Context: an optimization exercise on an open-source flow, tuned for small area. The choices shown serve that exercise and are no tape-out recipe.
Where RTL was checked, it was by simulation tests only, not by an equivalence proof against the original.
No functional check of the RTL was part of run 1.
No activity file was given, so power comes from the tool's default toggle rates.

$ cat flow/flow/run.sh
#!/bin/bash
set -uo pipefail
bash standard.sh 'BUFFER_PORTS_ARGS=-buffer_cell sky130_fd_sc_hd__buf_1' \
  'CTS_ARGS=-sink_clustering_enable -repair_clock_nets -sink_clustering_size 20 -sink_clustering_max_diameter 60 -buf_list sky130_fd_sc_hd__clkbuf_8 -dont_use_dummy_load' \
  finish > standard_sh.log 2>&1
$ cat flow/standard.sh
#!/bin/bash
# synth_recipe.tcl (not shown) runs the flow's synth.tcl, then flattens the netlist and writes it again
# the make line also repeats each setting of config.mk as NAME=value (left out here)
make -C /OpenROAD-flow-scripts/flow DESIGN_CONFIG=/design/flow/config.mk WORK_HOME=/design/flow/orfs CLKGATE_MAP_FILE= SYNTH_SCRIPT=/design/flow/synth_recipe.tcl "${@:-finish}"
$ cat flow/config.mk
export PLATFORM = sky130hd
export DESIGN_NAME = main
export DESIGN_NICKNAME = main
export VERILOG_FILES = /design/flow/design.v
export SDC_FILE = /design/flow/constraint.sdc
export NUM_CORES = 4
export LEC_CHECK = 0
export CAP_MARGIN = 20
export CORE_MARGIN = 2
export CORE_UTILIZATION = 60
export SLEW_MARGIN = 20
export SYNTH_HIERARCHICAL = 1
export SYNTH_MINIMUM_KEEP_SIZE = 0
$ cat flow/constraint.sdc
create_clock -name core_clock -period 10.0 [get_ports {clock}]
set_input_delay 2.0000 -clock core_clock [delete_from_list [all_inputs] [get_ports {clock}]]
set_output_delay 2.0000 -clock core_clock [all_outputs]
set_load 0.01 [all_outputs]
$ cat flow/design.v
module main(
    input clock,
    input [7:0] Instruction,
    input reset,
    output [7:0] read_address,
    output [6:0] BCD_output1,
    output [6:0] BCD_output2,
    output [6:0] BCD_output3,
    output [6:0] BCD_output4
    );
    reg  [7:0] pc;
    reg  [7:0] r0, r1, r2, r3;
    reg        ready;
    reg        m1b0;             
    wire is_lw, is_sw, is_addj;
    wire [3:0] sa, sb, we;
    blk_dec u_dec (.I(Instruction), .is_lw(is_lw), .is_sw(is_sw), .is_addj(is_addj),
                   .sa(sa), .sb(sb), .we(we));
    wire [7:0] a, b;
    genvar w, k, i;
    generate
        for (i = 0; i < 8; i = i + 1) begin : g_rp
            wire a012, a3, b012, b3;
            c_a222oi_1 u_a012 (.A1(sa[0]), .A2(r0[i]), .B1(sa[1]), .B2(r1[i]), .C1(sa[2]), .C2(r2[i]), .Y(a012));
            c_nand2_1  u_a3   (.A(sa[3]), .B(r3[i]), .Y(a3));
            c_nand2_1  u_a    (.A(a012), .B(a3), .Y(a[i]));
            c_a222oi_1 u_b012 (.A1(sb[0]), .A2(r0[i]), .B1(sb[1]), .B2(r1[i]), .C1(sb[2]), .C2(r2[i]), .Y(b012));
            c_nand2_1  u_b3   (.A(sb[3]), .B(r3[i]), .Y(b3));
            c_nand2_1  u_b    (.A(b012), .B(b3), .Y(b[i]));
        end
    endgenerate
    wire [7:0] addr, sum;
    wire [3:0] n_rlo, n_wlo;
    wire [7:0] n_rhi, n_whi;
    wire n_rhi0x, we_m1;
    blk_addr u_addr (.a(a), .I(Instruction), .ready(ready), .addr(addr),
                     .n_rlo(n_rlo), .n_rhi(n_rhi), .n_rhi0x(n_rhi0x),
                     .n_wlo(n_wlo), .n_whi(n_whi), .we_m1(we_m1));
    wire [7:0] cs;
    wire x7;
    c_ha_1 u_s0 (.A(a[0]), .B(b[0]), .SUM(sum[0]), .COUT(cs[1]));
    generate
        for (i = 1; i < 7; i = i + 1) begin : g_sum
            c_fa_1 u (.A(a[i]), .B(b[i]), .CIN(cs[i]), .SUM(sum[i]), .COUT(cs[i+1]));
        end
    endgenerate
    c_xnor2_1 u_s7a (.A(a[7]), .B(b[7]), .Y(x7));
    c_xnor2_1 u_s7  (.A(x7), .B(cs[7]), .Y(sum[7]));
    wire [31:0] rsel, wsel;
    wire        rsel1x;          
    generate
        for (w = 0; w < 32; w = w + 1) begin : g_sel
            c_nor2_1 u_r (.A(n_rlo[w % 4]), .B(n_rhi[w / 4]), .Y(rsel[w]));
            c_nor2_1 u_w (.A(n_wlo[w % 4]), .B(n_whi[w / 4]), .Y(wsel[w]));
        end
    endgenerate
    c_nor2_1 u_r1x (.A(n_rlo[1]), .B(n_rhi0x), .Y(rsel1x));
    wire [31:0] nwsel;
    generate
        for (w = 0; w < 32; w = w + 1) begin : g_nws
            c_inv_1 u (.A(wsel[w]), .Y(nwsel[w]));
        end
    endgenerate
    wire [7:0] d0, d1;
    generate
        for (i = 0; i < 8; i = i + 1) begin : g_d
            assign d0[i] = b[i];     
            c_nand2b_1 u_d1 (.A_N(b[i]), .B(ready), .Y(d1[i]));
        end
    endgenerate
    wire [7:0] mq [0:31];
    generate
        for (w = 0; w < 32; w = w + 1) begin : g_mem
            localparam [7:0] INIT = (w < 16) ? w : ((256 - (w - 16)) % 256);
            reg [7:0] m;
            for (i = 0; i < 8; i = i + 1) begin : g_bit
                if (w == 1 && i == 0) begin : g_x
                    assign mq[w][i] = m1b0;
                end else begin : g_f
                    wire nx;
                    c_a22o_1 u_n (.A1(wsel[w]), .A2(INIT[i] ? d1[i] : d0[i]), .B1(nwsel[w]), .B2(m[i]), .X(nx));
                    always @(posedge clock)
                        m[i] <= nx;
                    assign mq[w][i] = m[i];
                end
            end
        end
    endgenerate
    wire [7:0] wd;
    generate
        for (i = 0; i < 8; i = i + 1) begin : g_wd
            wire [31:0] sl = (i == 0) ? {rsel[31:2], rsel1x, rsel[0]} : rsel;
            wire [10:0] t;
            for (k = 0; k < 10; k = k + 1) begin : g_t
                c_a222oi_1 u (.A1(sl[3*k]), .A2(mq[3*k][i]), .B1(sl[3*k+1]), .B2(mq[3*k+1][i]),
                              .C1(sl[3*k+2]), .C2(mq[3*k+2][i]), .Y(t[k]));
            end
            c_a222oi_1 u_t10 (.A1(sl[30]), .A2(mq[30][i]), .B1(sl[31]), .B2(mq[31][i]),
                              .C1(is_sw), .C2(addr[i]), .Y(t[10]));
            wire p0, p1, p2;
            c_nand4_1  u_p0 (.A(t[0]), .B(t[1]), .C(t[2]), .D(t[3]), .Y(p0));
            c_nand4_1  u_p1 (.A(t[4]), .B(t[5]), .C(t[6]), .D(t[7]), .Y(p1));
            c_nand3_1  u_p2 (.A(t[8]), .B(t[9]), .C(t[10]), .Y(p2));
            c_a2111o_1 u_o  (.A1(is_addj), .A2(sum[i]), .B1(p0), .C1(p1), .D1(p2), .X(wd[i]));
        end
    endgenerate
    wire [3:0] nwe;
    wire [7:0] r0n, r1n, r2n, r3n;
    generate
        for (k = 0; k < 4; k = k + 1) begin : g_nwe
            c_inv_1 u (.A(we[k]), .Y(nwe[k]));
        end
        for (i = 0; i < 8; i = i + 1) begin : g_rw
            c_a22o_1 u_0 (.A1(we[0]), .A2(wd[i]), .B1(nwe[0]), .B2(r0[i]), .X(r0n[i]));
            c_a22o_1 u_1 (.A1(we[1]), .A2(wd[i]), .B1(nwe[1]), .B2(r1[i]), .X(r1n[i]));
            c_a22o_1 u_2 (.A1(we[2]), .A2(wd[i]), .B1(nwe[2]), .B2(r2[i]), .X(r2n[i]));
            c_a22o_1 u_3 (.A1(we[3]), .A2(wd[i]), .B1(nwe[3]), .B2(r3[i]), .X(r3n[i]));
        end
    endgenerate
    wire [7:0] pcn;
    wire [7:0] cp;
    wire isj, lox, i0, i1, sgn, y7;
    c_and2_1   u_j   (.A(Instruction[7]), .B(Instruction[6]), .X(isj));
    c_nand2_1  u_i0  (.A(isj), .B(Instruction[0]), .Y(i0));
    c_xor2_1   u_lox (.A(Instruction[1]), .B(Instruction[0]), .X(lox));
    c_and2_1   u_i1  (.A(isj), .B(lox), .X(i1));
    c_and3b_1  u_sg  (.A_N(Instruction[0]), .B(Instruction[1]), .C(isj), .X(sgn));
    c_ha_1     u_p0  (.A(pc[0]), .B(i0), .SUM(pcn[0]), .COUT(cp[1]));
    c_fa_1     u_p1  (.A(pc[1]), .B(i1), .CIN(cp[1]), .SUM(pcn[1]), .COUT(cp[2]));
    generate
        for (i = 2; i < 7; i = i + 1) begin : g_pc
            c_fa_1 u (.A(pc[i]), .B(sgn), .CIN(cp[i]), .SUM(pcn[i]), .COUT(cp[i+1]));
        end
    endgenerate
    c_xnor2_1 u_p7a (.A(pc[7]), .B(sgn), .Y(y7));
    c_xnor2_1 u_p7  (.A(y7), .B(cp[7]), .Y(pcn[7]));
    always @(posedge clock or posedge reset) begin
        if (reset) begin
            ready <= 1'b0;
            m1b0 <= 1'b1;
            pc <= 8'd0;
            r0 <= 8'd0; r1 <= 8'd0; r2 <= 8'd0; r3 <= 8'd0;
        end else begin
            ready <= 1'b1;
            if (we_m1) m1b0 <= b[0];
            pc <= pcn;
            r0 <= r0n; r1 <= r1n; r2 <= r2n; r3 <= r3n;
        end
    end
    assign read_address = pc;
    blk_seg_small u_s1 (.v(wd[3:0]), .seg(BCD_output1));
    blk_seg_small u_s2 (.v(wd[7:4]), .seg(BCD_output2));
    blk_seg_small u_s3 (.v(pc[3:0]), .seg(BCD_output3));
    blk_seg_small u_s4 (.v(pc[7:4]), .seg(BCD_output4));
endmodule
module blk_seg_small(input [3:0] v, output [6:0] seg);
    wire n13;
    wire n14;
    wire n15;
    wire n16;
    wire n17;
    wire n18;
    wire n19;
    wire n20;
    wire n21;
    wire n22;
    wire n23;
    wire n24;
    wire n25;
    wire n26;
    wire n27;
    wire n28;
    wire n29;
    wire n30;
    wire n31;
    c_inv_1 u0 (.A(v[0]), .Y(n13));
    c_inv_1 u1 (.A(v[2]), .Y(n14));
    c_nor2_1 u2 (.A(n13), .B(n14), .Y(n15));
    c_nor2_1 u3 (.A(v[0]), .B(v[2]), .Y(n16));
    c_nor2_1 u4 (.A(n16), .B(n15), .Y(n17));
    c_inv_1 u5 (.A(v[3]), .Y(n18));
    c_nand3_1 u6 (.A(n14), .B(n18), .C(v[1]), .Y(n19));
    c_nand3_1 u7 (.A(n17), .B(v[1]), .C(n19), .Y(n20));
    c_nor2_1 u8 (.A(n14), .B(n18), .Y(n21));
    c_inv_1 u9 (.A(v[1]), .Y(n22));
    c_nand2_1 u10 (.A(n21), .B(n22), .Y(n23));
    c_nand2_1 u11 (.A(n20), .B(n23), .Y(n24));
    c_o21ai_1 u12 (.A1(v[1]), .A2(n14), .B1(n18), .Y(n25));
    c_nand2_1 u13 (.A(n23), .B(n25), .Y(n26));
    c_o21ai_1 u14 (.A1(v[2]), .A2(n22), .B1(n13), .Y(n27));
    c_nand2_1 u15 (.A(n26), .B(n27), .Y(seg[1]));
    c_o21ai_1 u16 (.A1(n15), .A2(n24), .B1(seg[1]), .Y(seg[5]));
    c_nand2_1 u17 (.A(seg[5]), .B(n19), .Y(n28));
    c_o21ai_1 u18 (.A1(n21), .A2(n16), .B1(n28), .Y(seg[4]));
    c_nand2_1 u19 (.A(n19), .B(v[1]), .Y(n29));
    c_nor2_1 u20 (.A(n29), .B(n17), .Y(n30));
    c_a31oi_1 u21 (.A1(n22), .A2(n18), .A3(n17), .B1(n30), .Y(seg[3]));
    c_nor2_1 u22 (.A(n16), .B(n21), .Y(n31));
    c_nand2_1 u23 (.A(n20), .B(n31), .Y(seg[2]));
    c_o22a_1 u24 (.A1(v[0]), .A2(n23), .B1(n25), .B2(n28), .X(seg[0]));
    c_a32oi_1 u25 (.A1(n22), .A2(n18), .A3(n17), .B1(n24), .B2(v[0]), .Y(seg[6]));
endmodule
module blk_dec(input [7:0] I, output is_lw, output is_sw, output is_addj, output [3:0] sa, output [3:0] sb, output [3:0] we);
    wire n25;
    wire n26;
    wire n27;
    wire n28;
    wire n29;
    wire n30;
    wire n31;
    wire n32;
    c_inv_1 u0 (.A(I[3]), .Y(n25));
    c_nor2_1 u1 (.A(I[2]), .B(n25), .Y(sb[2]));
    c_inv_1 u2 (.A(I[7]), .Y(n26));
    c_and2_1 u3 (.A(n26), .B(I[6]), .X(is_lw));
    c_inv_1 u4 (.A(I[2]), .Y(n27));
    c_nor2_1 u5 (.A(n27), .B(n25), .Y(sb[3]));
    c_inv_1 u6 (.A(I[5]), .Y(n28));
    c_nor2_1 u7 (.A(I[4]), .B(n28), .Y(sa[2]));
    c_inv_1 u8 (.A(I[1]), .Y(n29));
    c_nor2_1 u9 (.A(I[6]), .B(I[7]), .Y(n30));
    c_nor2_1 u10 (.A(I[3]), .B(n27), .Y(sb[1]));
    c_a32o_1 u11 (.A1(I[0]), .A2(n29), .A3(n30), .B1(is_lw), .B2(sb[1]), .X(we[1]));
    c_inv_1 u12 (.A(I[4]), .Y(n31));
    c_nor2_1 u13 (.A(I[5]), .B(n31), .Y(sa[1]));
    c_inv_1 u14 (.A(I[0]), .Y(n32));
    c_nor2_1 u15 (.A(I[2]), .B(I[3]), .Y(sb[0]));
    c_a32o_1 u16 (.A1(n32), .A2(n29), .A3(n30), .B1(is_lw), .B2(sb[0]), .X(we[0]));
    c_a32o_1 u17 (.A1(I[0]), .A2(I[1]), .A3(n30), .B1(is_lw), .B2(sb[3]), .X(we[3]));
    c_nor2_1 u18 (.A(n31), .B(n28), .Y(sa[3]));
    c_a32o_1 u19 (.A1(n32), .A2(I[1]), .A3(n30), .B1(is_lw), .B2(sb[2]), .X(we[2]));
    c_nor2_1 u20 (.A(I[4]), .B(I[5]), .Y(sa[0]));
    c_nor2_1 u21 (.A(I[6]), .B(n26), .Y(is_sw));
    c_nor2_1 u22 (.A(is_sw), .B(is_lw), .Y(is_addj));
endmodule
module blk_addr(input [7:0] a, input [7:0] I, input ready, output [7:0] addr, output [3:0] n_rlo, output [7:0] n_rhi, output n_rhi0x, output [3:0] n_wlo, output [7:0] n_whi, output we_m1);
    wire n53;
    wire n54;
    wire n55;
    wire n56;
    wire n57;
    wire n58;
    wire n59;
    wire n60;
    wire n61;
    wire n62;
    wire n63;
    wire n64;
    wire n65;
    wire n66;
    wire n67;
    wire n68;
    wire n69;
    wire n70;
    wire n71;
    wire n72;
    wire n73;
    wire n74;
    wire n75;
    wire n76;
    wire n77;
    wire n78;
    wire n79;
    wire n80;
    wire n81;
    wire n82;
    wire n83;
    wire n84;
    wire n85;
    wire n86;
    wire n87;
    wire n88;
    wire n89;
    wire n90;
    wire n91;
    c_inv_1 u0 (.A(ready), .Y(n53));
    c_inv_1 u1 (.A(I[7]), .Y(n54));
    c_nand2_1 u2 (.A(I[1]), .B(a[2]), .Y(n55));
    c_nand2_1 u3 (.A(I[1]), .B(a[1]), .Y(n56));
    c_nand2_1 u4 (.A(I[0]), .B(a[0]), .Y(n57));
    c_nor2_1 u5 (.A(I[1]), .B(a[1]), .Y(n58));
    c_xor2_1 u6 (.A(I[1]), .B(a[1]), .X(n59));
    c_o21ai_1 u7 (.A1(n57), .A2(n58), .B1(n56), .Y(n60));
    c_xor2_1 u8 (.A(I[1]), .B(a[2]), .X(n61));
    c_nand2_1 u9 (.A(n60), .B(n61), .Y(n62));
    c_nand2_1 u10 (.A(n55), .B(n62), .Y(n63));
    c_nand2_1 u11 (.A(I[1]), .B(a[3]), .Y(n64));
    c_xor2_1 u12 (.A(I[1]), .B(a[3]), .X(n65));
    c_xnor2_1 u13 (.A(n63), .B(n65), .Y(n66));
    c_inv_1 u14 (.A(n66), .Y(addr[3]));
    c_xnor2_1 u15 (.A(n60), .B(n61), .Y(n67));
    c_inv_1 u16 (.A(n67), .Y(addr[2]));
    c_nand2_1 u17 (.A(n55), .B(n64), .Y(n68));
    c_a31oi_1 u18 (.A1(n60), .A2(n61), .A3(n65), .B1(n68), .Y(n69));
    c_nand2_1 u19 (.A(I[1]), .B(a[4]), .Y(n70));
    c_nor2_1 u20 (.A(I[1]), .B(a[4]), .Y(n71));
    c_xor2_1 u21 (.A(I[1]), .B(a[4]), .X(n72));
    c_xnor2_1 u22 (.A(n69), .B(n72), .Y(addr[4]));
    c_nand2b_1 u23 (.A_N(I[1]), .B(a[6]), .Y(n73));
    c_nand2b_1 u24 (.A_N(a[6]), .B(I[1]), .Y(n74));
    c_nand2_1 u25 (.A(n73), .B(n74), .Y(n75));
    c_nand2_1 u26 (.A(I[1]), .B(a[5]), .Y(n76));
    c_xnor2_1 u27 (.A(I[1]), .B(a[5]), .Y(n77));
    c_o311a_1 u28 (.A1(n69), .A2(n71), .A3(n77), .B1(n76), .C1(n70), .X(n78));
    c_xnor2_1 u29 (.A(n75), .B(n78), .Y(addr[6]));
    c_o21ai_1 u30 (.A1(n69), .A2(n71), .B1(n70), .Y(n79));
    c_xnor2_1 u31 (.A(n77), .B(n79), .Y(addr[5]));
    c_xnor2_1 u32 (.A(n57), .B(n59), .Y(addr[1]));
    c_xnor2_1 u33 (.A(I[0]), .B(a[0]), .Y(n80));
    c_inv_1 u34 (.A(n80), .Y(addr[0]));
    c_nand2_1 u35 (.A(n59), .B(addr[0]), .Y(n_rlo[3]));
    c_nand2_1 u36 (.A(addr[1]), .B(n80), .Y(n_rlo[2]));
    c_nand2b_1 u37 (.A_N(n59), .B(addr[0]), .Y(n_rlo[1]));
    c_nand2b_1 u38 (.A_N(addr[1]), .B(n80), .Y(n_rlo[0]));
    c_nor2_1 u39 (.A(n66), .B(addr[2]), .Y(n81));
    c_mux2i_1 u40 (.A0(n73), .A1(n74), .S(n78), .Y(n82));
    c_xnor2_1 u41 (.A(a[7]), .B(n82), .Y(n83));
    c_inv_1 u42 (.A(n83), .Y(addr[7]));
    c_nor2_1 u43 (.A(addr[6]), .B(addr[5]), .Y(n84));
    c_and3_1 u44 (.A(addr[4]), .B(n83), .C(n84), .X(n85));
    c_nor2_1 u45 (.A(I[6]), .B(n54), .Y(n86));
    c_a31oi_1 u46 (.A1(n81), .A2(n85), .A3(n86), .B1(n53), .Y(n_whi[6]));
    c_nor2_1 u47 (.A(addr[3]), .B(n67), .Y(n87));
    c_a31oi_1 u48 (.A1(n85), .A2(n86), .A3(n87), .B1(n53), .Y(n_whi[5]));
    c_nor2_1 u49 (.A(addr[3]), .B(addr[2]), .Y(n88));
    c_a31oi_1 u50 (.A1(n85), .A2(n86), .A3(n88), .B1(n53), .Y(n_whi[4]));
    c_nor2_1 u51 (.A(n66), .B(n67), .Y(n89));
    c_and3b_1 u52 (.A_N(addr[4]), .B(n83), .C(n84), .X(n90));
    c_a31oi_1 u53 (.A1(n86), .A2(n89), .A3(n90), .B1(n53), .Y(n_whi[3]));
    c_a31oi_1 u54 (.A1(n81), .A2(n86), .A3(n90), .B1(n53), .Y(n_whi[2]));
    c_a31oi_1 u55 (.A1(n86), .A2(n87), .A3(n90), .B1(n53), .Y(n_whi[1]));
    c_a31oi_1 u56 (.A1(n86), .A2(n88), .A3(n90), .B1(n53), .Y(n_whi[0]));
    c_and2_1 u57 (.A(ready), .B(n_rlo[2]), .X(n_wlo[2]));
    c_and2_1 u58 (.A(ready), .B(n_rlo[1]), .X(n_wlo[1]));
    c_and2_1 u59 (.A(ready), .B(n_rlo[0]), .X(n_wlo[0]));
    c_and3_1 u60 (.A(ready), .B(I[6]), .C(n54), .X(n91));
    c_nand3_1 u61 (.A(n81), .B(n85), .C(n91), .Y(n_rhi[6]));
    c_nand3_1 u62 (.A(n85), .B(n87), .C(n91), .Y(n_rhi[5]));
    c_nand3_1 u63 (.A(n85), .B(n88), .C(n91), .Y(n_rhi[4]));
    c_nand3_1 u64 (.A(n89), .B(n90), .C(n91), .Y(n_rhi[3]));
    c_nand3_1 u65 (.A(n81), .B(n90), .C(n91), .Y(n_rhi[2]));
    c_nand3_1 u66 (.A(n87), .B(n90), .C(n91), .Y(n_rhi[1]));
    c_nand3_1 u67 (.A(n88), .B(n90), .C(n91), .Y(n_rhi[0]));
    c_and4b_1 u68 (.A_N(n_rlo[1]), .B(n86), .C(n88), .D(n90), .X(we_m1));
    c_a31oi_1 u69 (.A1(n85), .A2(n86), .A3(n89), .B1(n53), .Y(n_whi[7]));
    c_and2_1 u70 (.A(ready), .B(n_rlo[3]), .X(n_wlo[3]));
    c_nand4_1 u71 (.A(I[6]), .B(n54), .C(n88), .D(n90), .Y(n_rhi0x));
    c_nand3_1 u72 (.A(n85), .B(n89), .C(n91), .Y(n_rhi[7]));
endmodule
module c_a2111o_1(input A1, input A2, input B1, input C1, input D1, output X);
    assign X = (A1&A2) | (B1) | (C1) | (D1);
endmodule
module c_a222oi_1(input A1, input A2, input B1, input B2, input C1, input C2, output Y);
    assign Y = (~A1&~B1&~C1) | (~A1&~B1&~C2) | (~A1&~B2&~C1) | (~A2&~B1&~C1) | (~A1&~B2&~C2) | (~A2&~B1&~C2) | (~A2&~B2&~C1) | (~A2&~B2&~C2);
endmodule
module c_a22o_1(input A1, input A2, input B1, input B2, output X);
    assign X = (B1&B2) | (A1&A2);
endmodule
module c_a31oi_1(input A1, input A2, input A3, input B1, output Y);
    assign Y = (~A1&~B1) | (~A2&~B1) | (~A3&~B1);
endmodule
module c_a32o_1(input A1, input A2, input A3, input B1, input B2, output X);
    assign X = (A1&A2&A3) | (B1&B2);
endmodule
module c_a32oi_1(input A1, input A2, input A3, input B1, input B2, output Y);
    assign Y = (~A1&~B1) | (~A1&~B2) | (~A2&~B1) | (~A3&~B1) | (~A2&~B2) | (~A3&~B2);
endmodule
module c_and2_1(input A, input B, output X);
    assign X = (A&B);
endmodule
module c_and3_1(input A, input B, input C, output X);
    assign X = (A&B&C);
endmodule
module c_and3b_1(input A_N, input B, input C, output X);
    assign X = (~A_N&B&C);
endmodule
module c_and4b_1(input A_N, input B, input C, input D, output X);
    assign X = (~A_N&B&C&D);
endmodule
module c_fa_1(input A, input B, input CIN, output COUT, output SUM);
    assign COUT = (A&B) | (A&CIN) | (B&CIN);
    assign SUM = (A&~B&~CIN) | (~A&B&~CIN) | (~A&~B&CIN) | (A&B&CIN);
endmodule
module c_ha_1(input A, input B, output COUT, output SUM);
    assign COUT = (A&B);
    assign SUM = (A&~B) | (~A&B);
endmodule
module c_inv_1(input A, output Y);
    assign Y = (~A);
endmodule
module c_mux2i_1(input A0, input A1, input S, output Y);
    assign Y = (~A0&~S) | (~A1&S);
endmodule
module c_nand2_1(input A, input B, output Y);
    assign Y = (~A) | (~B);
endmodule
module c_nand2b_1(input A_N, input B, output Y);
    assign Y = (A_N) | (~B);
endmodule
module c_nand3_1(input A, input B, input C, output Y);
    assign Y = (~A) | (~B) | (~C);
endmodule
module c_nand4_1(input A, input B, input C, input D, output Y);
    assign Y = (~A) | (~B) | (~C) | (~D);
endmodule
module c_nor2_1(input A, input B, output Y);
    assign Y = (~A&~B);
endmodule
module c_o21ai_1(input A1, input A2, input B1, output Y);
    assign Y = (~A1&~A2) | (~B1);
endmodule
module c_o22a_1(input A1, input A2, input B1, input B2, output X);
    assign X = (A1&B1) | (A2&B1) | (A1&B2) | (A2&B2);
endmodule
module c_o311a_1(input A1, input A2, input A3, input B1, input C1, output X);
    assign X = (A1&B1&C1) | (A2&B1&C1) | (A3&B1&C1);
endmodule
module c_xnor2_1(input A, input B, output Y);
    assign Y = (~A&~B) | (A&B);
endmodule
module c_xor2_1(input A, input B, output X);
    assign X = (A&~B) | (~A&B);
endmodule
==> results.json, run 1 <==
{
  "start_util_pct": 61.1,
  "yosys_warnings": 7,
  "antenna_found_initial": 0,
  "grt_pass1_vias": 9235,
  "p_total_mw": 4.47,
  "grt-ovfl-total": 0,
  "worst_pin_slew_ns": 1.14,
  "cts_tree": "done",
  "antenna_cells": 0,
  "yosysTopAreaCellShare_pct": 43.1,
  "syn_area_per_cell_sq_um": 10.9,
  "hpwlAfterDp_um": 23500,
  "drv_cap": 0,
  "cts.reportedPaths.clkPinSlew_ns": 0.07,
  "postCtsHoldBufs": 0,
  "tns_ns": 0,
  "cts_max_path_buffers": 3,
  "crit_arrival_ns": 7.51,
  "multi_input_area_sq_mm": 0.00545,
  "ctsRootBufferMaster": "clkbuf_8",
  "worst-path-buf-inv": 3,
  "leakage_nw": 5.32,
  "cp_top_family": "simple AND/OR/NAND/NOR gates",
  "grt_max_degree": 43,
  "clock_latency_ns": 0.56,
  "stdcell_count": 1431,
  "numPlacedInstances": 1410,
  "hold_viol": 0,
  "netlist_area_sq_mm": 0.0119,
  "sw_frac_of_total_pct": 40.1,
  "avgRoutedWirePerCell_um": 24.3,
  "drt-total-wl_um": 34800,
  "hold_class": "reg -> reg",
  "pwr-share-seq_pct": 47.8,
  "ant_nets": 0,
  "yosysTopAreaCell": "dfxtp_1",
  "yosysSeqAreaShare_pct": 51.9,
  "min_period_over_period_pct": 95.1,
  "layout_commonest_cell": "a22o_1",
  "fill_cells": 1609,
  "synth.distinct_cells": 29,
  "status": "finished clean",
  "postCtsSetupBuffers": 0,
  "required_ns": 8.00,
  "coreArea_sq_mm": 0.0194,
  "finalSetupViolCount": 0,
  "numPortBuffers": 45,
  "period_minus_slack_ns": 9.51,
  "finalNetCount": 1192,
  "layout_common_cells": "a22o_1, dfxtp_1, nor2_1",
  "drive_gt1_share_pct": 3.09,
  "ios": 46,
  "htree_levels": 1,
  "cp-end-kind": "output port",
  "irDropWorstVdd_uv": 303,
  "first_iter_violations": 1738,
  "power_frac_clock_pct": 12.2,
  "clock-sinks": 297,
  "critPathMaxFanout": 8,
  "vias": 10100,
  "synth_fp_nets": 1111,
  "dieArea_sq_mm": 0.0209,
  "grt_use_total_pct": 33.0,
  "viasPerCell": 7.03,
  "final-seq-area_sq_mm": 0.00616,
  "drc": 0,
  "comb_power_share_pct": 40.0,
  "intPower_mw": 2.68,
  "fmax_ghz": 0.105,
  "slew_viol_final": 0,
  "place_congestion": 0.937,
  "die_h_um": 145,
  "cts_resized": 0,
  "switchingPower_mw": 1.79,
  "core.rowCount": 51,
  "rsz0062_at_grt": "no",
  "area_growth_pct": 7.48,
  "powerDensity_mw_per_mm2": 350,
  "die-width_um": 145,
  "start_kind": "input port",
  "grt_pass1_wl_um": 53300,
  "cts_inserted_buffers": 21,
  "critPathMaxStageDelay_ns": 0.59,
  "cpMostUsedCell": "nor2_1",
  "synth_seq_cells": 297,
  "slowest_stage": "a2111o_1",
  "netlist_instances": 1087,
  "dr.pass1.iters": 12,
  "max_slew_margin_pct": 24.2,
  "synthTopCellsByArea": "dfxtp_1, a22o_1, a222oi_1",
  "path_class": "in -> out",
  "fin_skew_ns": 0.0437
}
## cell type report
cell class                 count  area share (%)
tap                          265            2.60
timing repair buffer          58            2.09
sequential                   297            48.3
inverter                      66            1.94
multi-input combinational    724            42.8
clock buffer                  21            2.27
## stage by stage
step                      setup WS (ns)  hold slack, ns  area, sq um  utilization [%]
final                             0.486           0.488        12700             65.7
after global routing             0.0145           0.499        12700             65.7
after CTS                         0.631           0.488        12700             65.7
after detailed placement          0.657           0.464        12500             64.2
after global placement            0.784           0.460        12500             64.2
after floorplan                    1.13           0.449        11900                -
## per-layer routing
layer / global-route usage (%) / wire, um / vias to the layer above
li1: - / - / 4553
met1: 48.4 / 15200 / 4864
met2: 49.6 / 15000 / 552
met3: 6.16 / 3360 / 93
met4: 10.3 / 1260 / 0
met5: 0 / 0 / -
## sequential cells by signal, indices dropped and copies added (netlist names)
register,count
r0,8
r3,8
r1,8
m1b0,1
ready,1
r2,8
pc,8
g_mem.m,255
## power groups by stage
stage | sequential (mW) | clock (mW) | combinational [mW]
3_3_place_gp | 2.14 | 0 | 1.72
3_5_place_dp | 2.13 | 0 | 1.76
2_1_floorplan | 2.02 | 0 | 1.26
5_1_grt | 2.19 | 0.599 | 1.94
4_1_cts | 2.12 | 0.561 | 1.76
6_report | 2.13 | 0.546 | 1.78
## modules after synthesis, one instance, submodules excluded, excerpt
module      cells inside  copies in the design  flip-flops and latches
c_a31oi_1              1                    13                       0
c_o311a_1              1                     1                       0
c_xor2_1               1                     5                       0
c_a32o_1               1                     4                       0
c_a22o_1               1                   287                       0
c_mux2i_1              1                     1                       0
c_o22a_1               1                     4                       0
c_a222oi_1             1                   104                       0
c_nand3_1              1                    24                       0
c_nand2_1              1                    73                       0
c_and3_1               1                     2                       0
## logic make-up after synthesis
| group | synth area share, % |
|---|---|
| AOI/OAI and AO/OA | 33.2 |
| xor gates and xnor gates | 1.33 |
| adders and majority gates | 2.24 |
| buffers and inverters | 2.09 |
| DFF | 51.9 |
| muxes | 0.211 |
| other | 0.0316 |
| and+or+nand+nor | 8.98 |
## cells in the mapped netlist
library cell and number:
nand4_1 17, dfxtp_1 255, a32oi_1 4, and2_1 7
o21ai_1 18, dfrtp_1 41, xor2_1 5, and4b_1 1
nor2_1 108, nand2_1 73, fa_1 12, a31oi_1 13
xnor2_1 13, nand3_1 24, a32o_1 4, and3b_1 2
conb_1 1, dfstp_2 1, ha_1 2, and3_1 2
inv_1 66, nand2b_1 12, mux2i_1 1, a222oi_1 104
a22o_1 287, o22a_1 4, mux2_4 1, o311a_1 1
a2111o_1 8
## final timing paths
path	startpoint	to	slack [ns]	depth (start not counted)
min reg2reg	g_mem[31].m[7]$_DFF_P_	g_mem[31].m[7]$_DFF_P_	0.49	1
min	g_mem[31].m[7]$_DFF_P_	g_mem[31].m[7]$_DFF_P_	0.49	1
min in group asynchronous	reset	r0[2]$_DFF_PP0_	1.54	3
max reg2reg	r0[2]$_DFF_PP0_	r0[1]$_DFF_PP0_	5.25	14
max in group asynchronous	reset	r1[1]$_DFF_PP0_	8.06	3
max	Instruction[5]	BCD_output1[0]	0.49	25
==> inputs of run 2 (changes only) <==
--- a/flow/design.v
+++ b/flow/design.v
@@ -121,16 +121,13 @@
     wire [7:0] cp;
-    wire isj, lox, i0, i1, sgn, y7;
-    c_and2_1   u_j   (.A(Instruction[7]), .B(Instruction[6]), .X(isj));
-    c_nand2_1  u_i0  (.A(isj), .B(Instruction[0]), .Y(i0));
-    c_xor2_1   u_lox (.A(Instruction[1]), .B(Instruction[0]), .X(lox));
-    c_and2_1   u_i1  (.A(isj), .B(lox), .X(i1));
-    c_and3b_1  u_sg  (.A_N(Instruction[0]), .B(Instruction[1]), .C(isj), .X(sgn));
-    c_ha_1     u_p0  (.A(pc[0]), .B(i0), .SUM(pcn[0]), .COUT(cp[1]));
-    c_fa_1     u_p1  (.A(pc[1]), .B(i1), .CIN(cp[1]), .SUM(pcn[1]), .COUT(cp[2]));
+    wire s0, s1, y7;
+    c_and3_1   u_ps0 (.A(Instruction[7]), .B(Instruction[6]), .C(Instruction[0]), .X(s0));
+    c_and3_1   u_ps1 (.A(Instruction[7]), .B(Instruction[6]), .C(Instruction[1]), .X(s1));
+    c_xnor2_1  u_p0  (.A(pc[0]), .B(s0), .Y(pcn[0]));
+    c_or2_1    u_c1  (.A(pc[0]), .B(s0), .X(cp[1]));
     generate
-        for (i = 2; i < 7; i = i + 1) begin : g_pc
-            c_fa_1 u (.A(pc[i]), .B(sgn), .CIN(cp[i]), .SUM(pcn[i]), .COUT(cp[i+1]));
+        for (i = 1; i < 7; i = i + 1) begin : g_pc
+            c_fa_1 u (.A(pc[i]), .B(s1), .CIN(cp[i]), .SUM(pcn[i]), .COUT(cp[i+1]));
         end
     endgenerate
-    c_xnor2_1 u_p7a (.A(pc[7]), .B(sgn), .Y(y7));
+    c_xnor2_1 u_p7a (.A(pc[7]), .B(s1), .Y(y7));
     c_xnor2_1 u_p7  (.A(y7), .B(cp[7]), .Y(pcn[7]));
@@ -417,2 +414,5 @@
 endmodule
+module c_or2_1(input A, input B, output X);
+    assign X = (A) | (B);
+endmodule
 module c_xnor2_1(input A, input B, output Y);
==> run 2 against run 1 <==
Compared with the run above:
- still clean
- sequential share of layout area grew 0.21 points
- clock skew grew 0.046 ns
- cell area shrank 0.44%
- global-route usage grew 0.49 points
- synthesized cell count shrank 0.18%
- clock power grew 0.7%
- combinational power is essentially flat
- cell count shrank 0.56%
- sequential power is essentially flat
- routed wire length grew 1.7%
- critical path type unchanged
==> results.json, run 2 <==
{
  "status": "finished clean",
  "avgRoutedWirePerCell_um": 24.9,
  "r2r-start": "r2[2]$_DFF_PP0_",
  "fin_skew_ns": 0.0895,
  "yosys.cell_count.top_type": "a22o_1",
  "netlist_area_sq_mm": 0.0118,
  "antenna_cells": 0,
  "slew_viol_final": 0,
  "leakage_nw": 5.28,
  "fill_cells": 1582,
  "dieArea_sq_mm": 0.0209,
  "path_class": "in -> out",
  "critPathMaxFanout": 10,
  "htree_levels": 1,
  "final-seq-area_sq_mm": 0.00616,
  "ctsRootBufferMaster": "clkbuf_8",
  "intPower_mw": 2.67,
  "final_core_util_pct": 65.4,
  "worst_pin_slew_ns": 1.11,
  "clock_latency_ns": 0.58,
  "cts_resized": 0,
  "switchingPower_mw": 1.81,
  "cts.reportedPaths.clkPinSlew_ns": 0.07,
  "antenna_found_initial": 1,
  "drt-total-wl_um": 35400,
  "period_minus_slack_ns": 9.51,
  "viasPerCell": 7.10,
  "powerDensity_mw_per_mm2": 353,
  "cp-end-kind": "output port",
  "grt_max_degree": 43,
  "hpwlAfterDp_um": 23700,
  "drive_gt1_share_pct": 2.85,
  "dr.pass1.iters": 13,
  "drc": 0,
  "comb_power_share_pct": 40.0,
  "synth_common_cells": "a22o_1, dfxtp_1, nor2_1, a222oi_1, nand2_1",
  "synth_edf_count": 0,
  "synthArstFlopShare_pct": 14.1,
  "first_iter_violations": 1548,
  "multi_input_area_sq_mm": 0.00544,
  "sw_frac_of_total_pct": 40.4,
  "cts_inserted_buffers": 21,
  "required_ns": 8.00,
  "min_period_over_period_pct": 95.1,
  "cts_tree": "done",
  "irDropWorstVdd_uv": 350,
  "critPathLaunch": "Instruction[5]",
  "start_util_pct": 61.0,
  "ant_nets": 0,
  "finalSetupViolCount": 0,
  "grt_use_total_pct": 33.5,
  "place_congestion": 0.943,
  "grt-ovfl-total": 0,
  "yosysSeqAreaShare_pct": 52.0,
  "clock-sinks": 297,
  "min-delay-start": "g_mem[8].m[0]$_DFF_P_",
  "yosysTopAreaCell": "dfxtp_1",
  "die-width_um": 144,
  "synth_seq_cells": 297,
  "yosys_warnings": 7,
  "pwr-share-seq_pct": 47.7,
  "holdPathStages": 1,
  "crit_arrival_ns": 7.51,
  "synthTopCellsByArea": "dfxtp_1, a22o_1, a222oi_1",
  "postCtsHoldBufs": 0,
  "postCtsSetupBuffers": 0,
  "largest_reg_flops": 255,
  "core.rowCount": 51,
  "vias": 10100,
  "grt_pass1_vias": 9293,
  "netlist_instances": 1085,
  "grt_pass1_wl_um": 54100,
  "synth_fp_nets": 1108,
  "max_slew_margin_pct": 26.3,
  "hold_class": "reg -> reg",
  "synth.distinct_cells": 30,
  "ios": 46,
  "r2r_cells": 14,
  "finalNetCount": 1183,
  "yosysTopAreaCellShare_pct": 43.1,
  "hold_viol": 0,
  "layout_common_cells": "a22o_1, dfxtp_1, nor2_1",
  "fmax_ghz": 0.105,
  "layout_commonest_cell": "a22o_1",
  "numPortBuffers": 45,
  "syn_area_per_cell_sq_um": 10.9,
  "cts_max_path_buffers": 3,
  "die_h_um": 144,
  "start_kind": "input port",
  "rsz0062_at_grt": "no",
  "synth_ff_type": "dfxtp_1",
  "power_frac_clock_pct": 12.3,
  "coreArea_sq_mm": 0.0194,
  "area_growth_pct": 7.18,
  "top_register": "g_mem.m",
  "tns_ns": 0,
  "drv_cap": 0
}
## run 2: changes by cell type in the layout (fill, tap and decap cells not counted), sizes merged
cell,delta
or2,+1
and3,+2
and3b,-1
xor2,-1
nand2,-1
xnor2,+1
and2,-2
buf,-6
ha,-1
## run 2: cell type report
| type | count | area share [%] |
|---|---|---|
| clock buffer | 21 | 2.28 |
| tap | 265 | 2.61 |
| timing repair buffer | 52 | 1.75 |
| inverter | 66 | 1.95 |
| multi-input combinational | 722 | 42.9 |
| sequential | 297 | 48.5 |
## run 2: metal layers
metal  vias to the layer above  wire length (um)  part of all wire (%)  global-route usage [%]
met1                      4883             15200                    43                    48.6
met2                       597             15600                    44                    51.0
li1                       4534                 -                     -                       -
met5                         -                 0                     0                       0
met4                         0               958                   2.7                    9.20
met3                        92              3580                    10                    7.12
## run 2: worst max-delay path: stages
cell and delay, ns:
buf_1 0.11, nor2_1 0.45, a222oi_1 0.19, nand2_1 0.22, nor2_1 0.08, o21ai_1 0.27
a31oi_1 0.19, o311a_1 0.43, mux2i_1 0.20, xnor2_1 0.13, and3b_1 0.30, nand3_1 0.21
nor2_1 0.17, a222oi_1 0.47, nand4_1 0.28, a2111o_1 0.60, inv_1 0.17, nor2_1 0.08
nor2_1 0.23, nand3_1 0.15, nand2_1 0.13, o21ai_1 0.09, nand2_1 0.09, o22a_1 0.13
buf_1 0.14
## run 2: worst paths after layout
kind                       slack, ns               endpoint
min in group asynchronous       1.50        pc[1]$_DFF_PP0_
max in group asynchronous       7.99        r1[4]$_DFF_PP0_
min reg2reg                     0.49  g_mem[8].m[0]$_DFF_P_
min                             0.49  g_mem[8].m[0]$_DFF_P_
max                             0.49         BCD_output1[0]
max reg2reg                     5.15        r0[5]$_DFF_PP0_
## run 2: power groups by stage
| stage | sequential, mW | clock, mW | combinational (mW) |
|---|---|---|---|
| after floorplan | 2.02 | 0 | 1.26 |
| after global placement | 2.16 | 0 | 1.71 |
| after detailed placement | 2.13 | 0 | 1.75 |
| after CTS | 2.12 | 0.556 | 1.76 |
| after global routing | 2.19 | 0.601 | 1.94 |
| final | 2.14 | 0.550 | 1.79 |
## run 2: per-module statistics from Yosys (local to each module, per instance), a selection
module / times used / cell area [sq um] / flops+latches
c_a2111o_1: 8 / 11.3 / 0
c_nand3_1: 24 / 5.00 / 0
c_and4b_1: 1 / 10.0 / 0
c_fa_1: 12 / 20.0 / 0
c_a31oi_1: 13 / 6.26 / 0
main: 1 / 6180 / 297
## run 2: per-stage QoR
stage / hold WS [ns] / area (sq um) / total power, mW / std cells / setup slack (ns)
final: 0.487 / 12700 / 4.48 / 1423 / 0.489
after global routing: 0.497 / 12700 / 4.73 / 1423 / 0.0806
after CTS: 0.486 / 12700 / 4.44 / 1423 / 0.595
after detailed placement: 0.463 / 12400 / 3.89 / 1402 / 0.623
after global placement: 0.461 / 12400 / 3.87 / 1402 / 0.753
after floorplan: 0.449 / 11800 / 3.29 / 1085 / 1.13
## run 2: cell families after synthesis
| group | Yosys count | share of synthesized area, % |
|---|---|---|
| DFF | 297 | 52.0 |
| muxes | 2 | 0.211 |
| adders and majority gates | 13 | 2.13 |
| buffers and inverters | 66 | 2.09 |
| AOI/OAI and AO/OA | 443 | 33.2 |
| xor gates and xnor gates | 18 | 1.33 |
| other | 1 | 0.0317 |
| and+or+nand+nor | 245 | 8.94 |
==> inputs of run 3 (changes only) <==
==> flow/flow/run.sh (replaced) <==
#!/bin/bash
set -uo pipefail
bash standard.sh 'BUFFER_PORTS_ARGS=-buffer_cell sky130_fd_sc_hd__buf_1' \
  'CTS_ARGS=-sink_clustering_enable -repair_clock_nets -sink_clustering_size 22 -sink_clustering_max_diameter 60 -buf_list sky130_fd_sc_hd__clkbuf_8 -dont_use_dummy_load' \
  finish > standard_sh.log 2>&1
==> run 3 against run 2 <==
Compared with the run above:
- still clean
- setup slack lost 0.15 ns
- maximum frequency shrank 1.5%
- non-clock buffer count is the same
- critical path depth grew 1
- area after synthesis is the same
- sequential cell count is the same
- largest cell class unchanged
==> results.json, run 3 <==
{
  "coreArea_sq_mm": 0.0194,
  "tns_ns": 0,
  "core.rowCount": 51,
  "synth_edf_count": 0,
  "numPortBuffers": 45,
  "min-delay-start": "g_mem[28].m[0]$_DFF_P_",
  "cp-end-kind": "output port",
  "largest_reg_flops": 255,
  "clock_latency_ns": 0.58,
  "crit_arrival_ns": 7.66,
  "cts_max_path_buffers": 3,
  "synth_ff_type": "dfxtp_1",
  "htree_levels": 1,
  "dpl-instance-area_sq_mm": 0.0124,
  "leakage_nw": 5.28,
  "slew_viol_final": 0,
  "synth_common_cells": "a22o_1, dfxtp_1, nor2_1, a222oi_1, nand2_1",
  "first_iter_violations": 1499,
  "netlist_instances": 1085,
  "synthTopCellsByArea": "dfxtp_1, a22o_1, a222oi_1",
  "yosysSeqAreaShare_pct": 52.0,
  "irDropWorstVdd_uv": 348,
  "hpwlAfterDp_um": 23700,
  "drive_gt1_share_pct": 2.68,
  "postCtsHoldBufs": 0,
  "fmax_ghz": 0.104,
  "r2r_slack_ns": 5.21,
  "die-width_um": 144,
  "hold_class": "reg -> reg",
  "grt-ovfl-total": 0,
  "clock-sinks": 297,
  "drv_cap": 0,
  "layout_commonest_cell": "a22o_1",
  "ant_nets": 0,
  "antenna_found_initial": 1,
  "grt_use_total_pct": 33.5,
  "syn_area_per_cell_sq_um": 10.9,
  "rr_endpoint": "r0[5]$_DFF_PP0_",
  "r2r_cells": 14,
  "cts_inserted_buffers": 21,
  "holdPathStages": 1,
  "place_congestion": 0.943,
  "cts_tree": "done",
  "start_kind": "input port",
  "r2r-start": "r2[2]$_DFF_PP0_",
  "grt_pass1_wl_um": 54100,
  "yosysTopAreaCellShare_pct": 43.1,
  "hold_viol": 0,
  "required_ns": 8.00,
  "layout_common_cells": "a22o_1, dfxtp_1, nor2_1",
  "die_h_um": 144,
  "drc": 0,
  "start_util_pct": 61.0,
  "dieArea_sq_mm": 0.0209,
  "grt_pass1_vias": 9310,
  "worst_pin_slew_ns": 1.11,
  "ctsRootBufferMaster": "clkbuf_8",
  "finalNetCount": 1183,
  "final_core_util_pct": 65.4,
  "cpMostUsedCell": "nor2_1",
  "ios": 46,
  "status": "finished clean",
  "rsz0062_at_grt": "no",
  "p_total_mw": 4.48,
  "synth_fp_nets": 1108,
  "numPlacedInstances": 1402,
  "stdcell_count": 1423,
  "critPathMaxFanout": 10,
  "grt_max_degree": 43,
  "holdPathEnd": "g_mem[28].m[0]$_DFF_P_",
  "avgRoutedWirePerCell_um": 24.8,
  "critPathMaxStageDelay_ns": 0.60,
  "period_minus_slack_ns": 9.66,
  "slowest_stage": "a2111o_1",
  "postCtsSetupBuffers": 0,
  "cts.reportedPaths.clkPinSlew_ns": 0.07,
  "path_class": "in -> out",
  "synth.distinct_cells": 30,
  "finalSetupViolCount": 0,
  "area_growth_pct": 7.13,
  "dr.pass1.iters": 12,
  "fin_skew_ns": 0.0828,
  "yosys.cell_count.top_type": "a22o_1",
  "drt-total-wl_um": 35400,
  "antenna_cells": 0,
  "synthArstFlopShare_pct": 14.1,
  "yosysTopAreaCell": "dfxtp_1",
  "final_area_sq_mm": 0.0127,
  "powerDensity_mw_per_mm2": 353,
  "yosys_warnings": 7,
  "cp_top_family": "compound AO/OA/AOI/OAI gates",
  "worst-path-buf-inv": 4,
  "min_period_over_period_pct": 96.6,
  "viasPerCell": 7.13,
  "top_register": "g_mem.m",
  "max_slew_margin_pct": 26.1,
  "vias": 10100,
  "netlist_area_sq_mm": 0.0118,
  "synth_seq_cells": 297
}
==> run 3: metal layers <==
layer	track usage [%]	vias to the layer above	routed length, um	part of all wire, %
li1	-	4526	-	-
met1	48.0	4946	15200	43
met2	50.9	581	15500	44
met3	7.55	95	3570	10
met4	9.91	0	1060	3.0
met5	0	-	0	0
==> run 3: power by group <==
| group | switching [mW] | leakage [nW] | total [mW] | internal (mW) |
|---|---|---|---|---|
| clock | 0.356 | 0.151 | 0.545 | 0.189 |
| combinational | 1.07 | 2.47 | 1.79 | 0.727 |
| sequential | 0.383 | 2.66 | 2.14 | 1.75 |
| total | 1.80 | 5.28 | 4.48 | 2.67 |
==> run 3: cell families after synthesis <==
kind of cell               Yosys count  synth area share [%]
and+or+nand+nor                    245                  8.94
xor gates and xnor gates            18                  1.33
buffers and inverters               66                  2.09
DFF                                297                  52.0
adders and majority gates           13                  2.13
other                                1                0.0317
AOI/OAI and AO/OA                  443                  33.2
muxes                                2                 0.211
==> run 3: how the worst max path moves through the flow <==
stage | start | end | slack [ns] | depth (start not counted)
after floorplan | Instruction[3] | BCD_output2[0] | 1.13 | 20
after global routing | Instruction[5] | BCD_output1[0] | 0.004 | 26
after detailed placement | Instruction[5] | BCD_output1[0] | 0.62 | 26
after global placement | Instruction[5] | BCD_output2[0] | 0.75 | 26
after CTS | Instruction[5] | BCD_output1[0] | 0.59 | 26
final | Instruction[5] | BCD_output1[0] | 0.34 | 26
==> run 3: stage by stage <==
step	hold slack, ns	setup slack, ns
2_1_floorplan	0.449	1.13
3_3_place_gp	0.461	0.753
3_5_place_dp	0.463	0.623
4_1_cts	0.486	0.595
5_1_grt	0.497	0.00414
6_report	0.487	0.342
==> run 3: per-module statistics from Yosys (local to each module, per instance), excerpt <==
module / flops+latches / times used / cells
c_a2111o_1: 0 / 8 / 1
main: 297 / 1 / 300
c_a32o_1: 0 / 4 / 1
c_inv_1: 0 / 65 / 1
c_nand2_1: 0 / 72 / 1
c_o22a_1: 0 / 4 / 1
c_nor2_1: 0 / 108 / 1
==> run 3: what timing repair did <==
item,4_1_cts,5_1_grt
hold endpoints to repair,0,0
resized for setup,0,1
setup endpoints to repair,0,2
==> run 3: worst register-to-register path, delay by kind of cell, from the launching register on <==
| kind | cells | cell delay [ns] |
|---|---|---|
| AO/OA/AOI/OAI | 6 | 2.37 |
| AND/OR/NAND/NOR | 5 | 1.23 |
| XOR/XNOR | 2 | 0.42 |
| flip-flops | 1 | 0.41 |
| multiplexers | 1 | 0.20 |
==> run 3: final cells by class <==
class | instances | area [sq um]
sequential | 297 | 6160
timing repair buffer | 52 | 221
fill | 1591 | 6720
clock buffer | 21 | 289
inverter | 66 | 248
tap | 265 | 332
multi-input combinational | 722 | 5440
==> inputs of run 4 (changes only) <==
--- a/flow/design.v
+++ b/flow/design.v
@@ -16,3 +16,3 @@
     wire [3:0] sa, sb, we;
-    blk_dec u_dec (.I(Instruction), .is_lw(is_lw), .is_sw(is_sw), .is_addj(is_addj),
+    blk_dec u_dec (.I(Instruction), .ready(ready), .is_lw(is_lw), .is_sw(is_sw), .is_addj(is_addj),
                    .sa(sa), .sb(sb), .we(we));
@@ -106,13 +106,31 @@
     endgenerate
-    wire [3:0] nwe;
-    wire [7:0] r0n, r1n, r2n, r3n;
+    wire [3:0] nwe, wr, nwr;
+    wire nready;
+    wire [7:0] wdg;
+    c_inv_1 u_nrdy (.A(ready), .Y(nready));
     generate
         for (k = 0; k < 4; k = k + 1) begin : g_nwe
-            c_inv_1 u (.A(we[k]), .Y(nwe[k]));
+            c_inv_1  u   (.A(we[k]), .Y(nwe[k]));
+            c_nor2_1 u_n (.A(we[k]), .B(nready), .Y(nwr[k]));
+            c_inv_1  u_w (.A(nwr[k]), .Y(wr[k]));
+        end
+        for (i = 1; i < 8; i = i + 1) begin : g_wdg
+            c_and2_1 u (.A(wd[i]), .B(ready), .X(wdg[i]));
         end
+    endgenerate
+    assign wdg[0] = wd[0];
+    wire [7:0] r0n, r1n, r2n, r3n;
+    generate
         for (i = 0; i < 8; i = i + 1) begin : g_rw
-            c_a22o_1 u_0 (.A1(we[0]), .A2(wd[i]), .B1(nwe[0]), .B2(r0[i]), .X(r0n[i]));
-            c_a22o_1 u_1 (.A1(we[1]), .A2(wd[i]), .B1(nwe[1]), .B2(r1[i]), .X(r1n[i]));
-            c_a22o_1 u_2 (.A1(we[2]), .A2(wd[i]), .B1(nwe[2]), .B2(r2[i]), .X(r2n[i]));
-            c_a22o_1 u_3 (.A1(we[3]), .A2(wd[i]), .B1(nwe[3]), .B2(r3[i]), .X(r3n[i]));
+            if (i == 0) begin : g_r
+                c_a22o_1 u_0 (.A1(we[0]), .A2(wd[i]), .B1(nwe[0]), .B2(r0[i]), .X(r0n[i]));
+                c_a22o_1 u_1 (.A1(we[1]), .A2(wd[i]), .B1(nwe[1]), .B2(r1[i]), .X(r1n[i]));
+                c_a22o_1 u_2 (.A1(we[2]), .A2(wd[i]), .B1(nwe[2]), .B2(r2[i]), .X(r2n[i]));
+                c_a22o_1 u_3 (.A1(we[3]), .A2(wd[i]), .B1(nwe[3]), .B2(r3[i]), .X(r3n[i]));
+            end else begin : g_x
+                c_a22o_1 u_0 (.A1(wr[0]), .A2(wdg[i]), .B1(nwr[0]), .B2(r0[i]), .X(r0n[i]));
+                c_a22o_1 u_1 (.A1(wr[1]), .A2(wdg[i]), .B1(nwr[1]), .B2(r1[i]), .X(r1n[i]));
+                c_a22o_1 u_2 (.A1(wr[2]), .A2(wdg[i]), .B1(nwr[2]), .B2(r2[i]), .X(r2n[i]));
+                c_a22o_1 u_3 (.A1(wr[3]), .A2(wdg[i]), .B1(nwr[3]), .B2(r3[i]), .X(r3n[i]));
+            end
         end
@@ -138,3 +156,3 @@
             pc <= 8'd0;
-            r0 <= 8'd0; r1 <= 8'd0; r2 <= 8'd0; r3 <= 8'd0;
+            r0[0] <= 1'b0; r1[0] <= 1'b0; r2[0] <= 1'b0; r3[0] <= 1'b0;
         end else begin
@@ -143,5 +161,8 @@
             pc <= pcn;
-            r0 <= r0n; r1 <= r1n; r2 <= r2n; r3 <= r3n;
+            r0[0] <= r0n[0]; r1[0] <= r1n[0]; r2[0] <= r2n[0]; r3[0] <= r3n[0];
         end
     end
+    always @(posedge clock) begin
+        r0[7:1] <= r0n[7:1]; r1[7:1] <= r1n[7:1]; r2[7:1] <= r2n[7:1]; r3[7:1] <= r3n[7:1];
+    end
     assign read_address = pc;
@@ -199,4 +220,3 @@
 endmodule
-module blk_dec(input [7:0] I, output is_lw, output is_sw, output is_addj, output [3:0] sa, output [3:0] sb, output [3:0] we);
-    wire n25;
+module blk_dec(input [7:0] I, input ready, output is_lw, output is_sw, output is_addj, output [3:0] sa, output [3:0] sb, output [3:0] we);
     wire n26;
@@ -208,25 +228,40 @@
     wire n32;
-    c_inv_1 u0 (.A(I[3]), .Y(n25));
-    c_nor2_1 u1 (.A(I[2]), .B(n25), .Y(sb[2]));
-    c_inv_1 u2 (.A(I[7]), .Y(n26));
-    c_and2_1 u3 (.A(n26), .B(I[6]), .X(is_lw));
-    c_inv_1 u4 (.A(I[2]), .Y(n27));
-    c_nor2_1 u5 (.A(n27), .B(n25), .Y(sb[3]));
-    c_inv_1 u6 (.A(I[5]), .Y(n28));
-    c_nor2_1 u7 (.A(I[4]), .B(n28), .Y(sa[2]));
-    c_inv_1 u8 (.A(I[1]), .Y(n29));
-    c_nor2_1 u9 (.A(I[6]), .B(I[7]), .Y(n30));
-    c_nor2_1 u10 (.A(I[3]), .B(n27), .Y(sb[1]));
-    c_a32o_1 u11 (.A1(I[0]), .A2(n29), .A3(n30), .B1(is_lw), .B2(sb[1]), .X(we[1]));
-    c_inv_1 u12 (.A(I[4]), .Y(n31));
-    c_nor2_1 u13 (.A(I[5]), .B(n31), .Y(sa[1]));
-    c_inv_1 u14 (.A(I[0]), .Y(n32));
-    c_nor2_1 u15 (.A(I[2]), .B(I[3]), .Y(sb[0]));
-    c_a32o_1 u16 (.A1(n32), .A2(n29), .A3(n30), .B1(is_lw), .B2(sb[0]), .X(we[0]));
-    c_a32o_1 u17 (.A1(I[0]), .A2(I[1]), .A3(n30), .B1(is_lw), .B2(sb[3]), .X(we[3]));
-    c_nor2_1 u18 (.A(n31), .B(n28), .Y(sa[3]));
-    c_a32o_1 u19 (.A1(n32), .A2(I[1]), .A3(n30), .B1(is_lw), .B2(sb[2]), .X(we[2]));
-    c_nor2_1 u20 (.A(I[4]), .B(I[5]), .Y(sa[0]));
-    c_nor2_1 u21 (.A(I[6]), .B(n26), .Y(is_sw));
-    c_nor2_1 u22 (.A(is_sw), .B(is_lw), .Y(is_addj));
+    wire n33;
+    wire n34;
+    wire n35;
+    wire n36;
+    wire n37;
+    wire n38;
+    wire n39;
+    wire n40;
+    c_inv_1 u0 (.A(I[1]), .Y(n26));
+    c_nand2_1 u1 (.A(I[3]), .B(I[6]), .Y(n27));
+    c_o21ai_1 u2 (.A1(I[6]), .A2(n26), .B1(n27), .Y(n28));
+    c_inv_1 u3 (.A(n28), .Y(n29));
+    c_inv_1 u4 (.A(I[2]), .Y(n30));
+    c_nand2_1 u5 (.A(n30), .B(I[6]), .Y(n31));
+    c_o21a_1 u6 (.A1(I[0]), .A2(I[6]), .B1(n31), .X(n32));
+    c_inv_1 u7 (.A(I[7]), .Y(n33));
+    c_nand2b_1 u8 (.A_N(n32), .B(n33), .Y(n34));
+    c_nor2_1 u9 (.A(n29), .B(n34), .Y(we[2]));
+    c_and2_1 u10 (.A(n33), .B(I[6]), .X(is_lw));
+    c_nand2_1 u11 (.A(I[3]), .B(ready), .Y(n35));
+    c_nor2_1 u12 (.A(I[2]), .B(n35), .Y(sb[2]));
+    c_nand2_1 u13 (.A(I[5]), .B(ready), .Y(n36));
+    c_nor2_1 u14 (.A(I[4]), .B(n36), .Y(sa[2]));
+    c_nand2_1 u15 (.A(n32), .B(n33), .Y(n37));
+    c_nor2_1 u16 (.A(n28), .B(n37), .Y(we[1]));
+    c_nand2b_1 u17 (.A_N(I[3]), .B(ready), .Y(n38));
+    c_nor2_1 u18 (.A(n30), .B(n38), .Y(sb[1]));
+    c_inv_1 u19 (.A(I[4]), .Y(n39));
+    c_nand2b_1 u20 (.A_N(I[5]), .B(ready), .Y(n40));
+    c_nor2_1 u21 (.A(n39), .B(n40), .Y(sa[1]));
+    c_nor2_1 u22 (.A(n28), .B(n34), .Y(we[0]));
+    c_nor2_1 u23 (.A(n30), .B(n35), .Y(sb[3]));
+    c_nor2_1 u24 (.A(n29), .B(n37), .Y(we[3]));
+    c_nor2_1 u25 (.A(I[2]), .B(n38), .Y(sb[0]));
+    c_nor2_1 u26 (.A(n39), .B(n36), .Y(sa[3]));
+    c_nor2_1 u27 (.A(I[4]), .B(n40), .Y(sa[0]));
+    c_nor2_1 u28 (.A(I[6]), .B(n33), .Y(is_sw));
+    c_nor2_1 u29 (.A(is_sw), .B(is_lw), .Y(is_addj));
 endmodule
@@ -358,5 +393,2 @@
 endmodule
-module c_a32o_1(input A1, input A2, input A3, input B1, input B2, output X);
-    assign X = (A1&A2&A3) | (B1&B2);
-endmodule
 module c_a32oi_1(input A1, input A2, input A3, input B1, input B2, output Y);
@@ -405,2 +437,5 @@
 endmodule
+module c_o21a_1(input A1, input A2, input B1, output X);
+    assign X = (A1&B1) | (A2&B1);
+endmodule
 module c_o21ai_1(input A1, input A2, input B1, output Y);
==> flow/flow/run.sh (replaced) <==
#!/bin/bash
set -uo pipefail
bash standard.sh 'BUFFER_PORTS_ARGS=-buffer_cell sky130_fd_sc_hd__buf_1' \
  'CTS_ARGS=-sink_clustering_enable -repair_clock_nets -sink_clustering_size 12 -sink_clustering_max_diameter 50 -buf_list "sky130_fd_sc_hd__clkbuf_4 sky130_fd_sc_hd__clkbuf_8" -dont_use_dummy_load' \
  finish > standard_sh.log 2>&1
==> run 4 against run 3 <==
Compared with the run above:
- the run now fails in clock tree synthesis
- area after synthesis shrank 0.41%
- synthesized cell count grew 2.1%
==> results.json, run 4 <==
{
  "hpwlAfterDp_um": 24200,
  "place_ws_ns": 0.571,
  "die-width_um": 144,
  "start_util_pct": 60.8,
  "synthArstFlopShare_pct": 4.71,
  "synthTopCellsByArea": "dfxtp_1, a22o_1, a222oi_1",
  "yosys_warnings": 7,
  "synth-compound-area-share_pct": 33.2,
  "yosysTopAreaCellShare_pct": 48.1,
  "ios": 46,
  "synth_edf_count": 0,
  "synth_xor_area_share_pct": 1.34,
  "synth_fa_ha_area_share_pct": 2.14,
  "numPlacedInstances": 1425,
  "error": "[ERROR STA-0564] clock_tree_synthesis positional arguments not supported.",
  "netlist_area_sq_mm": 0.0118,
  "yosys.cell_count.top_type": "a22o_1",
  "die_h_um": 144,
  "yosysSeqAreaShare_pct": 51.0,
  "place_congestion": 0.955,
  "status": "stopped before the end",
  "synthSimpleGateAreaFrac_pct": 9.89,
  "synth_fp_nets": 1131,
  "synth_ff_type": "dfxtp_1",
  "synth.distinct_cells": 30,
  "numPortBuffers": 45,
  "synth_mux_area_share_pct": 0.212,
  "yosysTopAreaCell": "dfxtp_1",
  "synth_seq_cells": 297,
  "synth_top_family_by_area": "compound AO/OA/AOI/OAI gates",
  "synth_common_cells": "a22o_1, dfxtp_1, nor2_1, a222oi_1, nand2_1",
  "netlist_instances": 1108,
  "haltStage": "clock tree synthesis",
  "core.rowCount": 51,
  "syn_area_per_cell_sq_um": 10.6
}
==> run 4: worst max-delay path by stage <==
stage	from	to	depth (start not counted)
detailed placement	Instruction[5]	BCD_output1[0]	25
global placement	Instruction[5]	BCD_output1[0]	25
floorplan	Instruction[3]	BCD_output2[0]	20
==> run 4: per-module statistics from Yosys, one instance, submodules excluded, a selection <==
module	cell area, sq um	times used	cells
c_a2111o_1	11.3	8	1
c_o21ai_1	5.00	19	1
c_fa_1	20.0	12	1
c_a222oi_1	10.0	104	1
c_xnor2_1	8.76	14	1
c_o22a_1	8.76	4	1
c_inv_1	3.75	68	1
c_xor2_1	8.76	4	1
c_nand2b_1	6.26	15	1
c_mux2i_1	10.0	1	1
c_ha_1	12.5	1	1
c_a22o_1	8.76	287	1
==> run 4: through the flow <==
| step | power, mW | instance area [sq um] | hold slack [ns] |
|---|---|---|---|
| detailed placement | 2.14 | 12300 | 0.463 |
| global placement | 2.13 | 12300 | 0.460 |
| floorplan | 1.92 | 11800 | 0.449 |
==> run 4: cells by family after synthesis <==
family	after synthesis
multiplexers	2
other	1
flip-flops	297
AO/OA/AOI/OAI	441
buffers and inverters	69
adder cells (fa/ha/maj)	13
AND/OR/NAND/NOR	267
XOR/XNOR	18
==> run 4: power by group through the flow <==
stage                     registers, mW  logic (mW)  clock network [mW]
after floorplan                    1.48       0.440                   0
after global placement             1.51       0.616                   0
after detailed placement           1.51       0.633                   0
==> inputs of run 5 (changes only) <==
==> flow/flow/run.sh (replaced) <==
#!/bin/bash
set -uo pipefail
bash standard.sh 'BUFFER_PORTS_ARGS=-buffer_cell sky130_fd_sc_hd__buf_1' \
  'CTS_ARGS=-sink_clustering_enable -repair_clock_nets -sink_clustering_size 12 -sink_clustering_max_diameter 50 -buf_list {sky130_fd_sc_hd__clkbuf_4 sky130_fd_sc_hd__clkbuf_8} -dont_use_dummy_load' \
  finish > standard_sh.log 2>&1
==> run 5 against run 4 <==
Compared with the run above:
- now clean on timing, DRC and antenna
- area after synthesis stayed put
- synthesized cell count stayed put
==> results.json, run 5 <==
{
  "yosys_warnings": 7,
  "holdPathEnd": "g_mem[26].m[7]$_DFF_P_",
  "hold_class": "reg -> reg",
  "yosys.cell_count.top_type": "a22o_1",
  "path_class": "in -> out",
  "first_iter_violations": 1819,
  "required_ns": 8.00,
  "area_growth_pct": 8.37,
  "die-width_um": 144,
  "top_register": "g_mem.m",
  "tns_ns": 0,
  "layout_commonest_cell": "a22o_1",
  "rr_endpoint": "r1[5]$_DFF_P_",
  "crit_arrival_ns": 7.52,
  "numPlacedInstances": 1425,
  "grt_pass1_vias": 9671,
  "antenna_found_initial": 0,
  "max_slew_margin_pct": 25.3,
  "r2r_slack_ns": 4.55,
  "dpl-instance-area_sq_mm": 0.0123,
  "synth_common_cells": "a22o_1, dfxtp_1, nor2_1, a222oi_1, nand2_1",
  "coreArea_sq_mm": 0.0194,
  "htree_levels": 1,
  "clock_latency_ns": 0.59,
  "ios": 46,
  "grt-ovfl-total": 0,
  "drv_cap": 0,
  "r2r-start": "ready$_DFF_PP0_",
  "irDropWorstVdd_uv": 132,
  "critPathMaxFanout": 10,
  "status": "finished clean",
  "antenna_cells": 0,
  "final_area_sq_mm": 0.0128,
  "start_util_pct": 60.8,
  "r2r_cells": 19,
  "yosysSeqAreaShare_pct": 51.0,
  "cts_inserted_buffers": 31,
  "dr.pass1.iters": 10,
  "hold_viol": 0,
  "netlist_area_sq_mm": 0.0118,
  "cts_resized": 0,
  "synth.distinct_cells": 30,
  "numPortBuffers": 45,
  "fill_cells": 1623,
  "leakage_nw": 5.22,
  "period_minus_slack_ns": 9.52,
  "p_total_mw": 2.79,
  "postCtsSetupBuffers": 0,
  "synthArstFlopShare_pct": 4.71,
  "postCtsHoldBufs": 0,
  "worst_pin_slew_ns": 1.12,
  "holdPathStages": 1,
  "yosysTopAreaCellShare_pct": 48.1,
  "holdWs_ns": 0.483,
  "timing.final.ws_setup_ns": 0.476,
  "powerDensity_mw_per_mm2": 218,
  "vias": 10400,
  "grt_max_degree": 27,
  "largest_reg_flops": 255,
  "cts_tree": "done",
  "cp-end-kind": "output port",
  "finalNetCount": 1216,
  "synthTopCellsByArea": "dfxtp_1, a22o_1, a222oi_1",
  "avgRoutedWirePerCell_um": 24.9,
  "cts.reportedPaths.clkPinSlew_ns": 0.07,
  "layout_common_cells": "a22o_1, dfxtp_1, nor2_1",
  "synth_fp_nets": 1131,
  "drc": 0,
  "cts_max_path_buffers": 3,
  "rsz0062_at_grt": "no",
  "min-delay-start": "g_mem[26].m[7]$_DFF_P_"
}
## run 5: kinds of logic after synthesis
kind of cell,after synthesis,synth area share (%)
AOI/OAI and AO/OA,441,33.2
DFF,297,51.0
and+or+nand+nor,267,9.89
buffers and inverters,69,2.20
xor gates and xnor gates,18,1.34
adders and majority gates,13,2.14
muxes,2,0.212
other,1,0.0318
## run 5: how the worst max path moves through the flow
stage / cells past startpoint / from / end / slack (ns)
final: 25 / Instruction[4] / BCD_output1[0] / 0.48
after global routing: 26 / Instruction[4] / BCD_output1[0] / 0.01
after CTS: 25 / Instruction[5] / BCD_output1[0] / 0.56
after detailed placement: 25 / Instruction[5] / BCD_output1[0] / 0.57
after global placement: 25 / Instruction[5] / BCD_output1[0] / 0.75
after floorplan: 20 / Instruction[3] / BCD_output2[0] / 1.18
## run 5: report_power, final
group / switching (mW) / total [mW] / internal [mW]
combinational: 0.397 / 0.643 / 0.246
clock: 0.379 / 0.653 / 0.274
sequential: 0.132 / 1.49 / 1.36
## run 5: critical path, stage by stage
cell and delay, ns:
buf_1 0.16, inv_1 0.09, nor2_1 0.41, nand2_1 0.10
nand2_1 0.18, nor2_1 0.08, o21ai_1 0.27, a31oi_1 0.19
o311a_1 0.43, xnor2_1 0.25, nor2_1 0.08, and3b_1 0.31
nand3_1 0.20, nor2_1 0.17, a222oi_1 0.54, nand4_1 0.29
a2111o_1 0.61, nor2_1 0.24, nor2_1 0.12, nand3_1 0.13
nand2_1 0.09, o21ai_1 0.17, nand2_1 0.09, o22a_1 0.19
buf_1 0.12
## run 5: cell type report
class / count / area [sq um] / area share [%]
clock buffer: 31 / 427 / 3.34
sequential: 297 / 6020 / 47.1
inverter: 69 / 259 / 2.03
timing repair buffer: 52 / 221 / 1.73
multi-input combinational: 742 / 5520 / 43.2
tap: 265 / 332 / 2.59
## run 5: per-module statistics from Yosys (local to each module, per instance), a selection
module      cells  flops+latches  times used  cell area, sq um
c_a2111o_1      1              0           8              11.3
c_a22o_1        1              0         287              8.76
c_a31oi_1       1              0          13              6.26
c_a32oi_1       1              0           4              8.76
c_and2_1        1              0          12              6.26
c_fa_1          1              0          12              20.0
c_ha_1          1              0           1              12.5
c_mux2i_1       1              0           1              10.0
c_nand2_1       1              0          77              3.75
c_nand3_1       1              0          24              5.00
c_o21a_1        1              0           1              7.51
c_o22a_1        1              0           4              8.76
c_or2_1         1              0           1              6.26
main          300            297           1              6040
## run 5: routing by layer
metal	wire length [um]	global-route usage, %	vias up	share of wire (%)
met5	0	0	-	0
met4	1220	11.3	0	3.4
met3	3480	6.82	103	9.6
met2	16100	53.4	618	44
met1	15400	48.0	5063	43
li1	-	-	4608	-

Re-timed with assumed drivers on the ports (clkbuf_16 on the clock, buf_2 on other inputs), run 5 has 0.455 ns of setup slack against 0.476 ns with ideal ports, and 0.455 ns once port delays also move by the mid clock arrival of 0.601 ns.
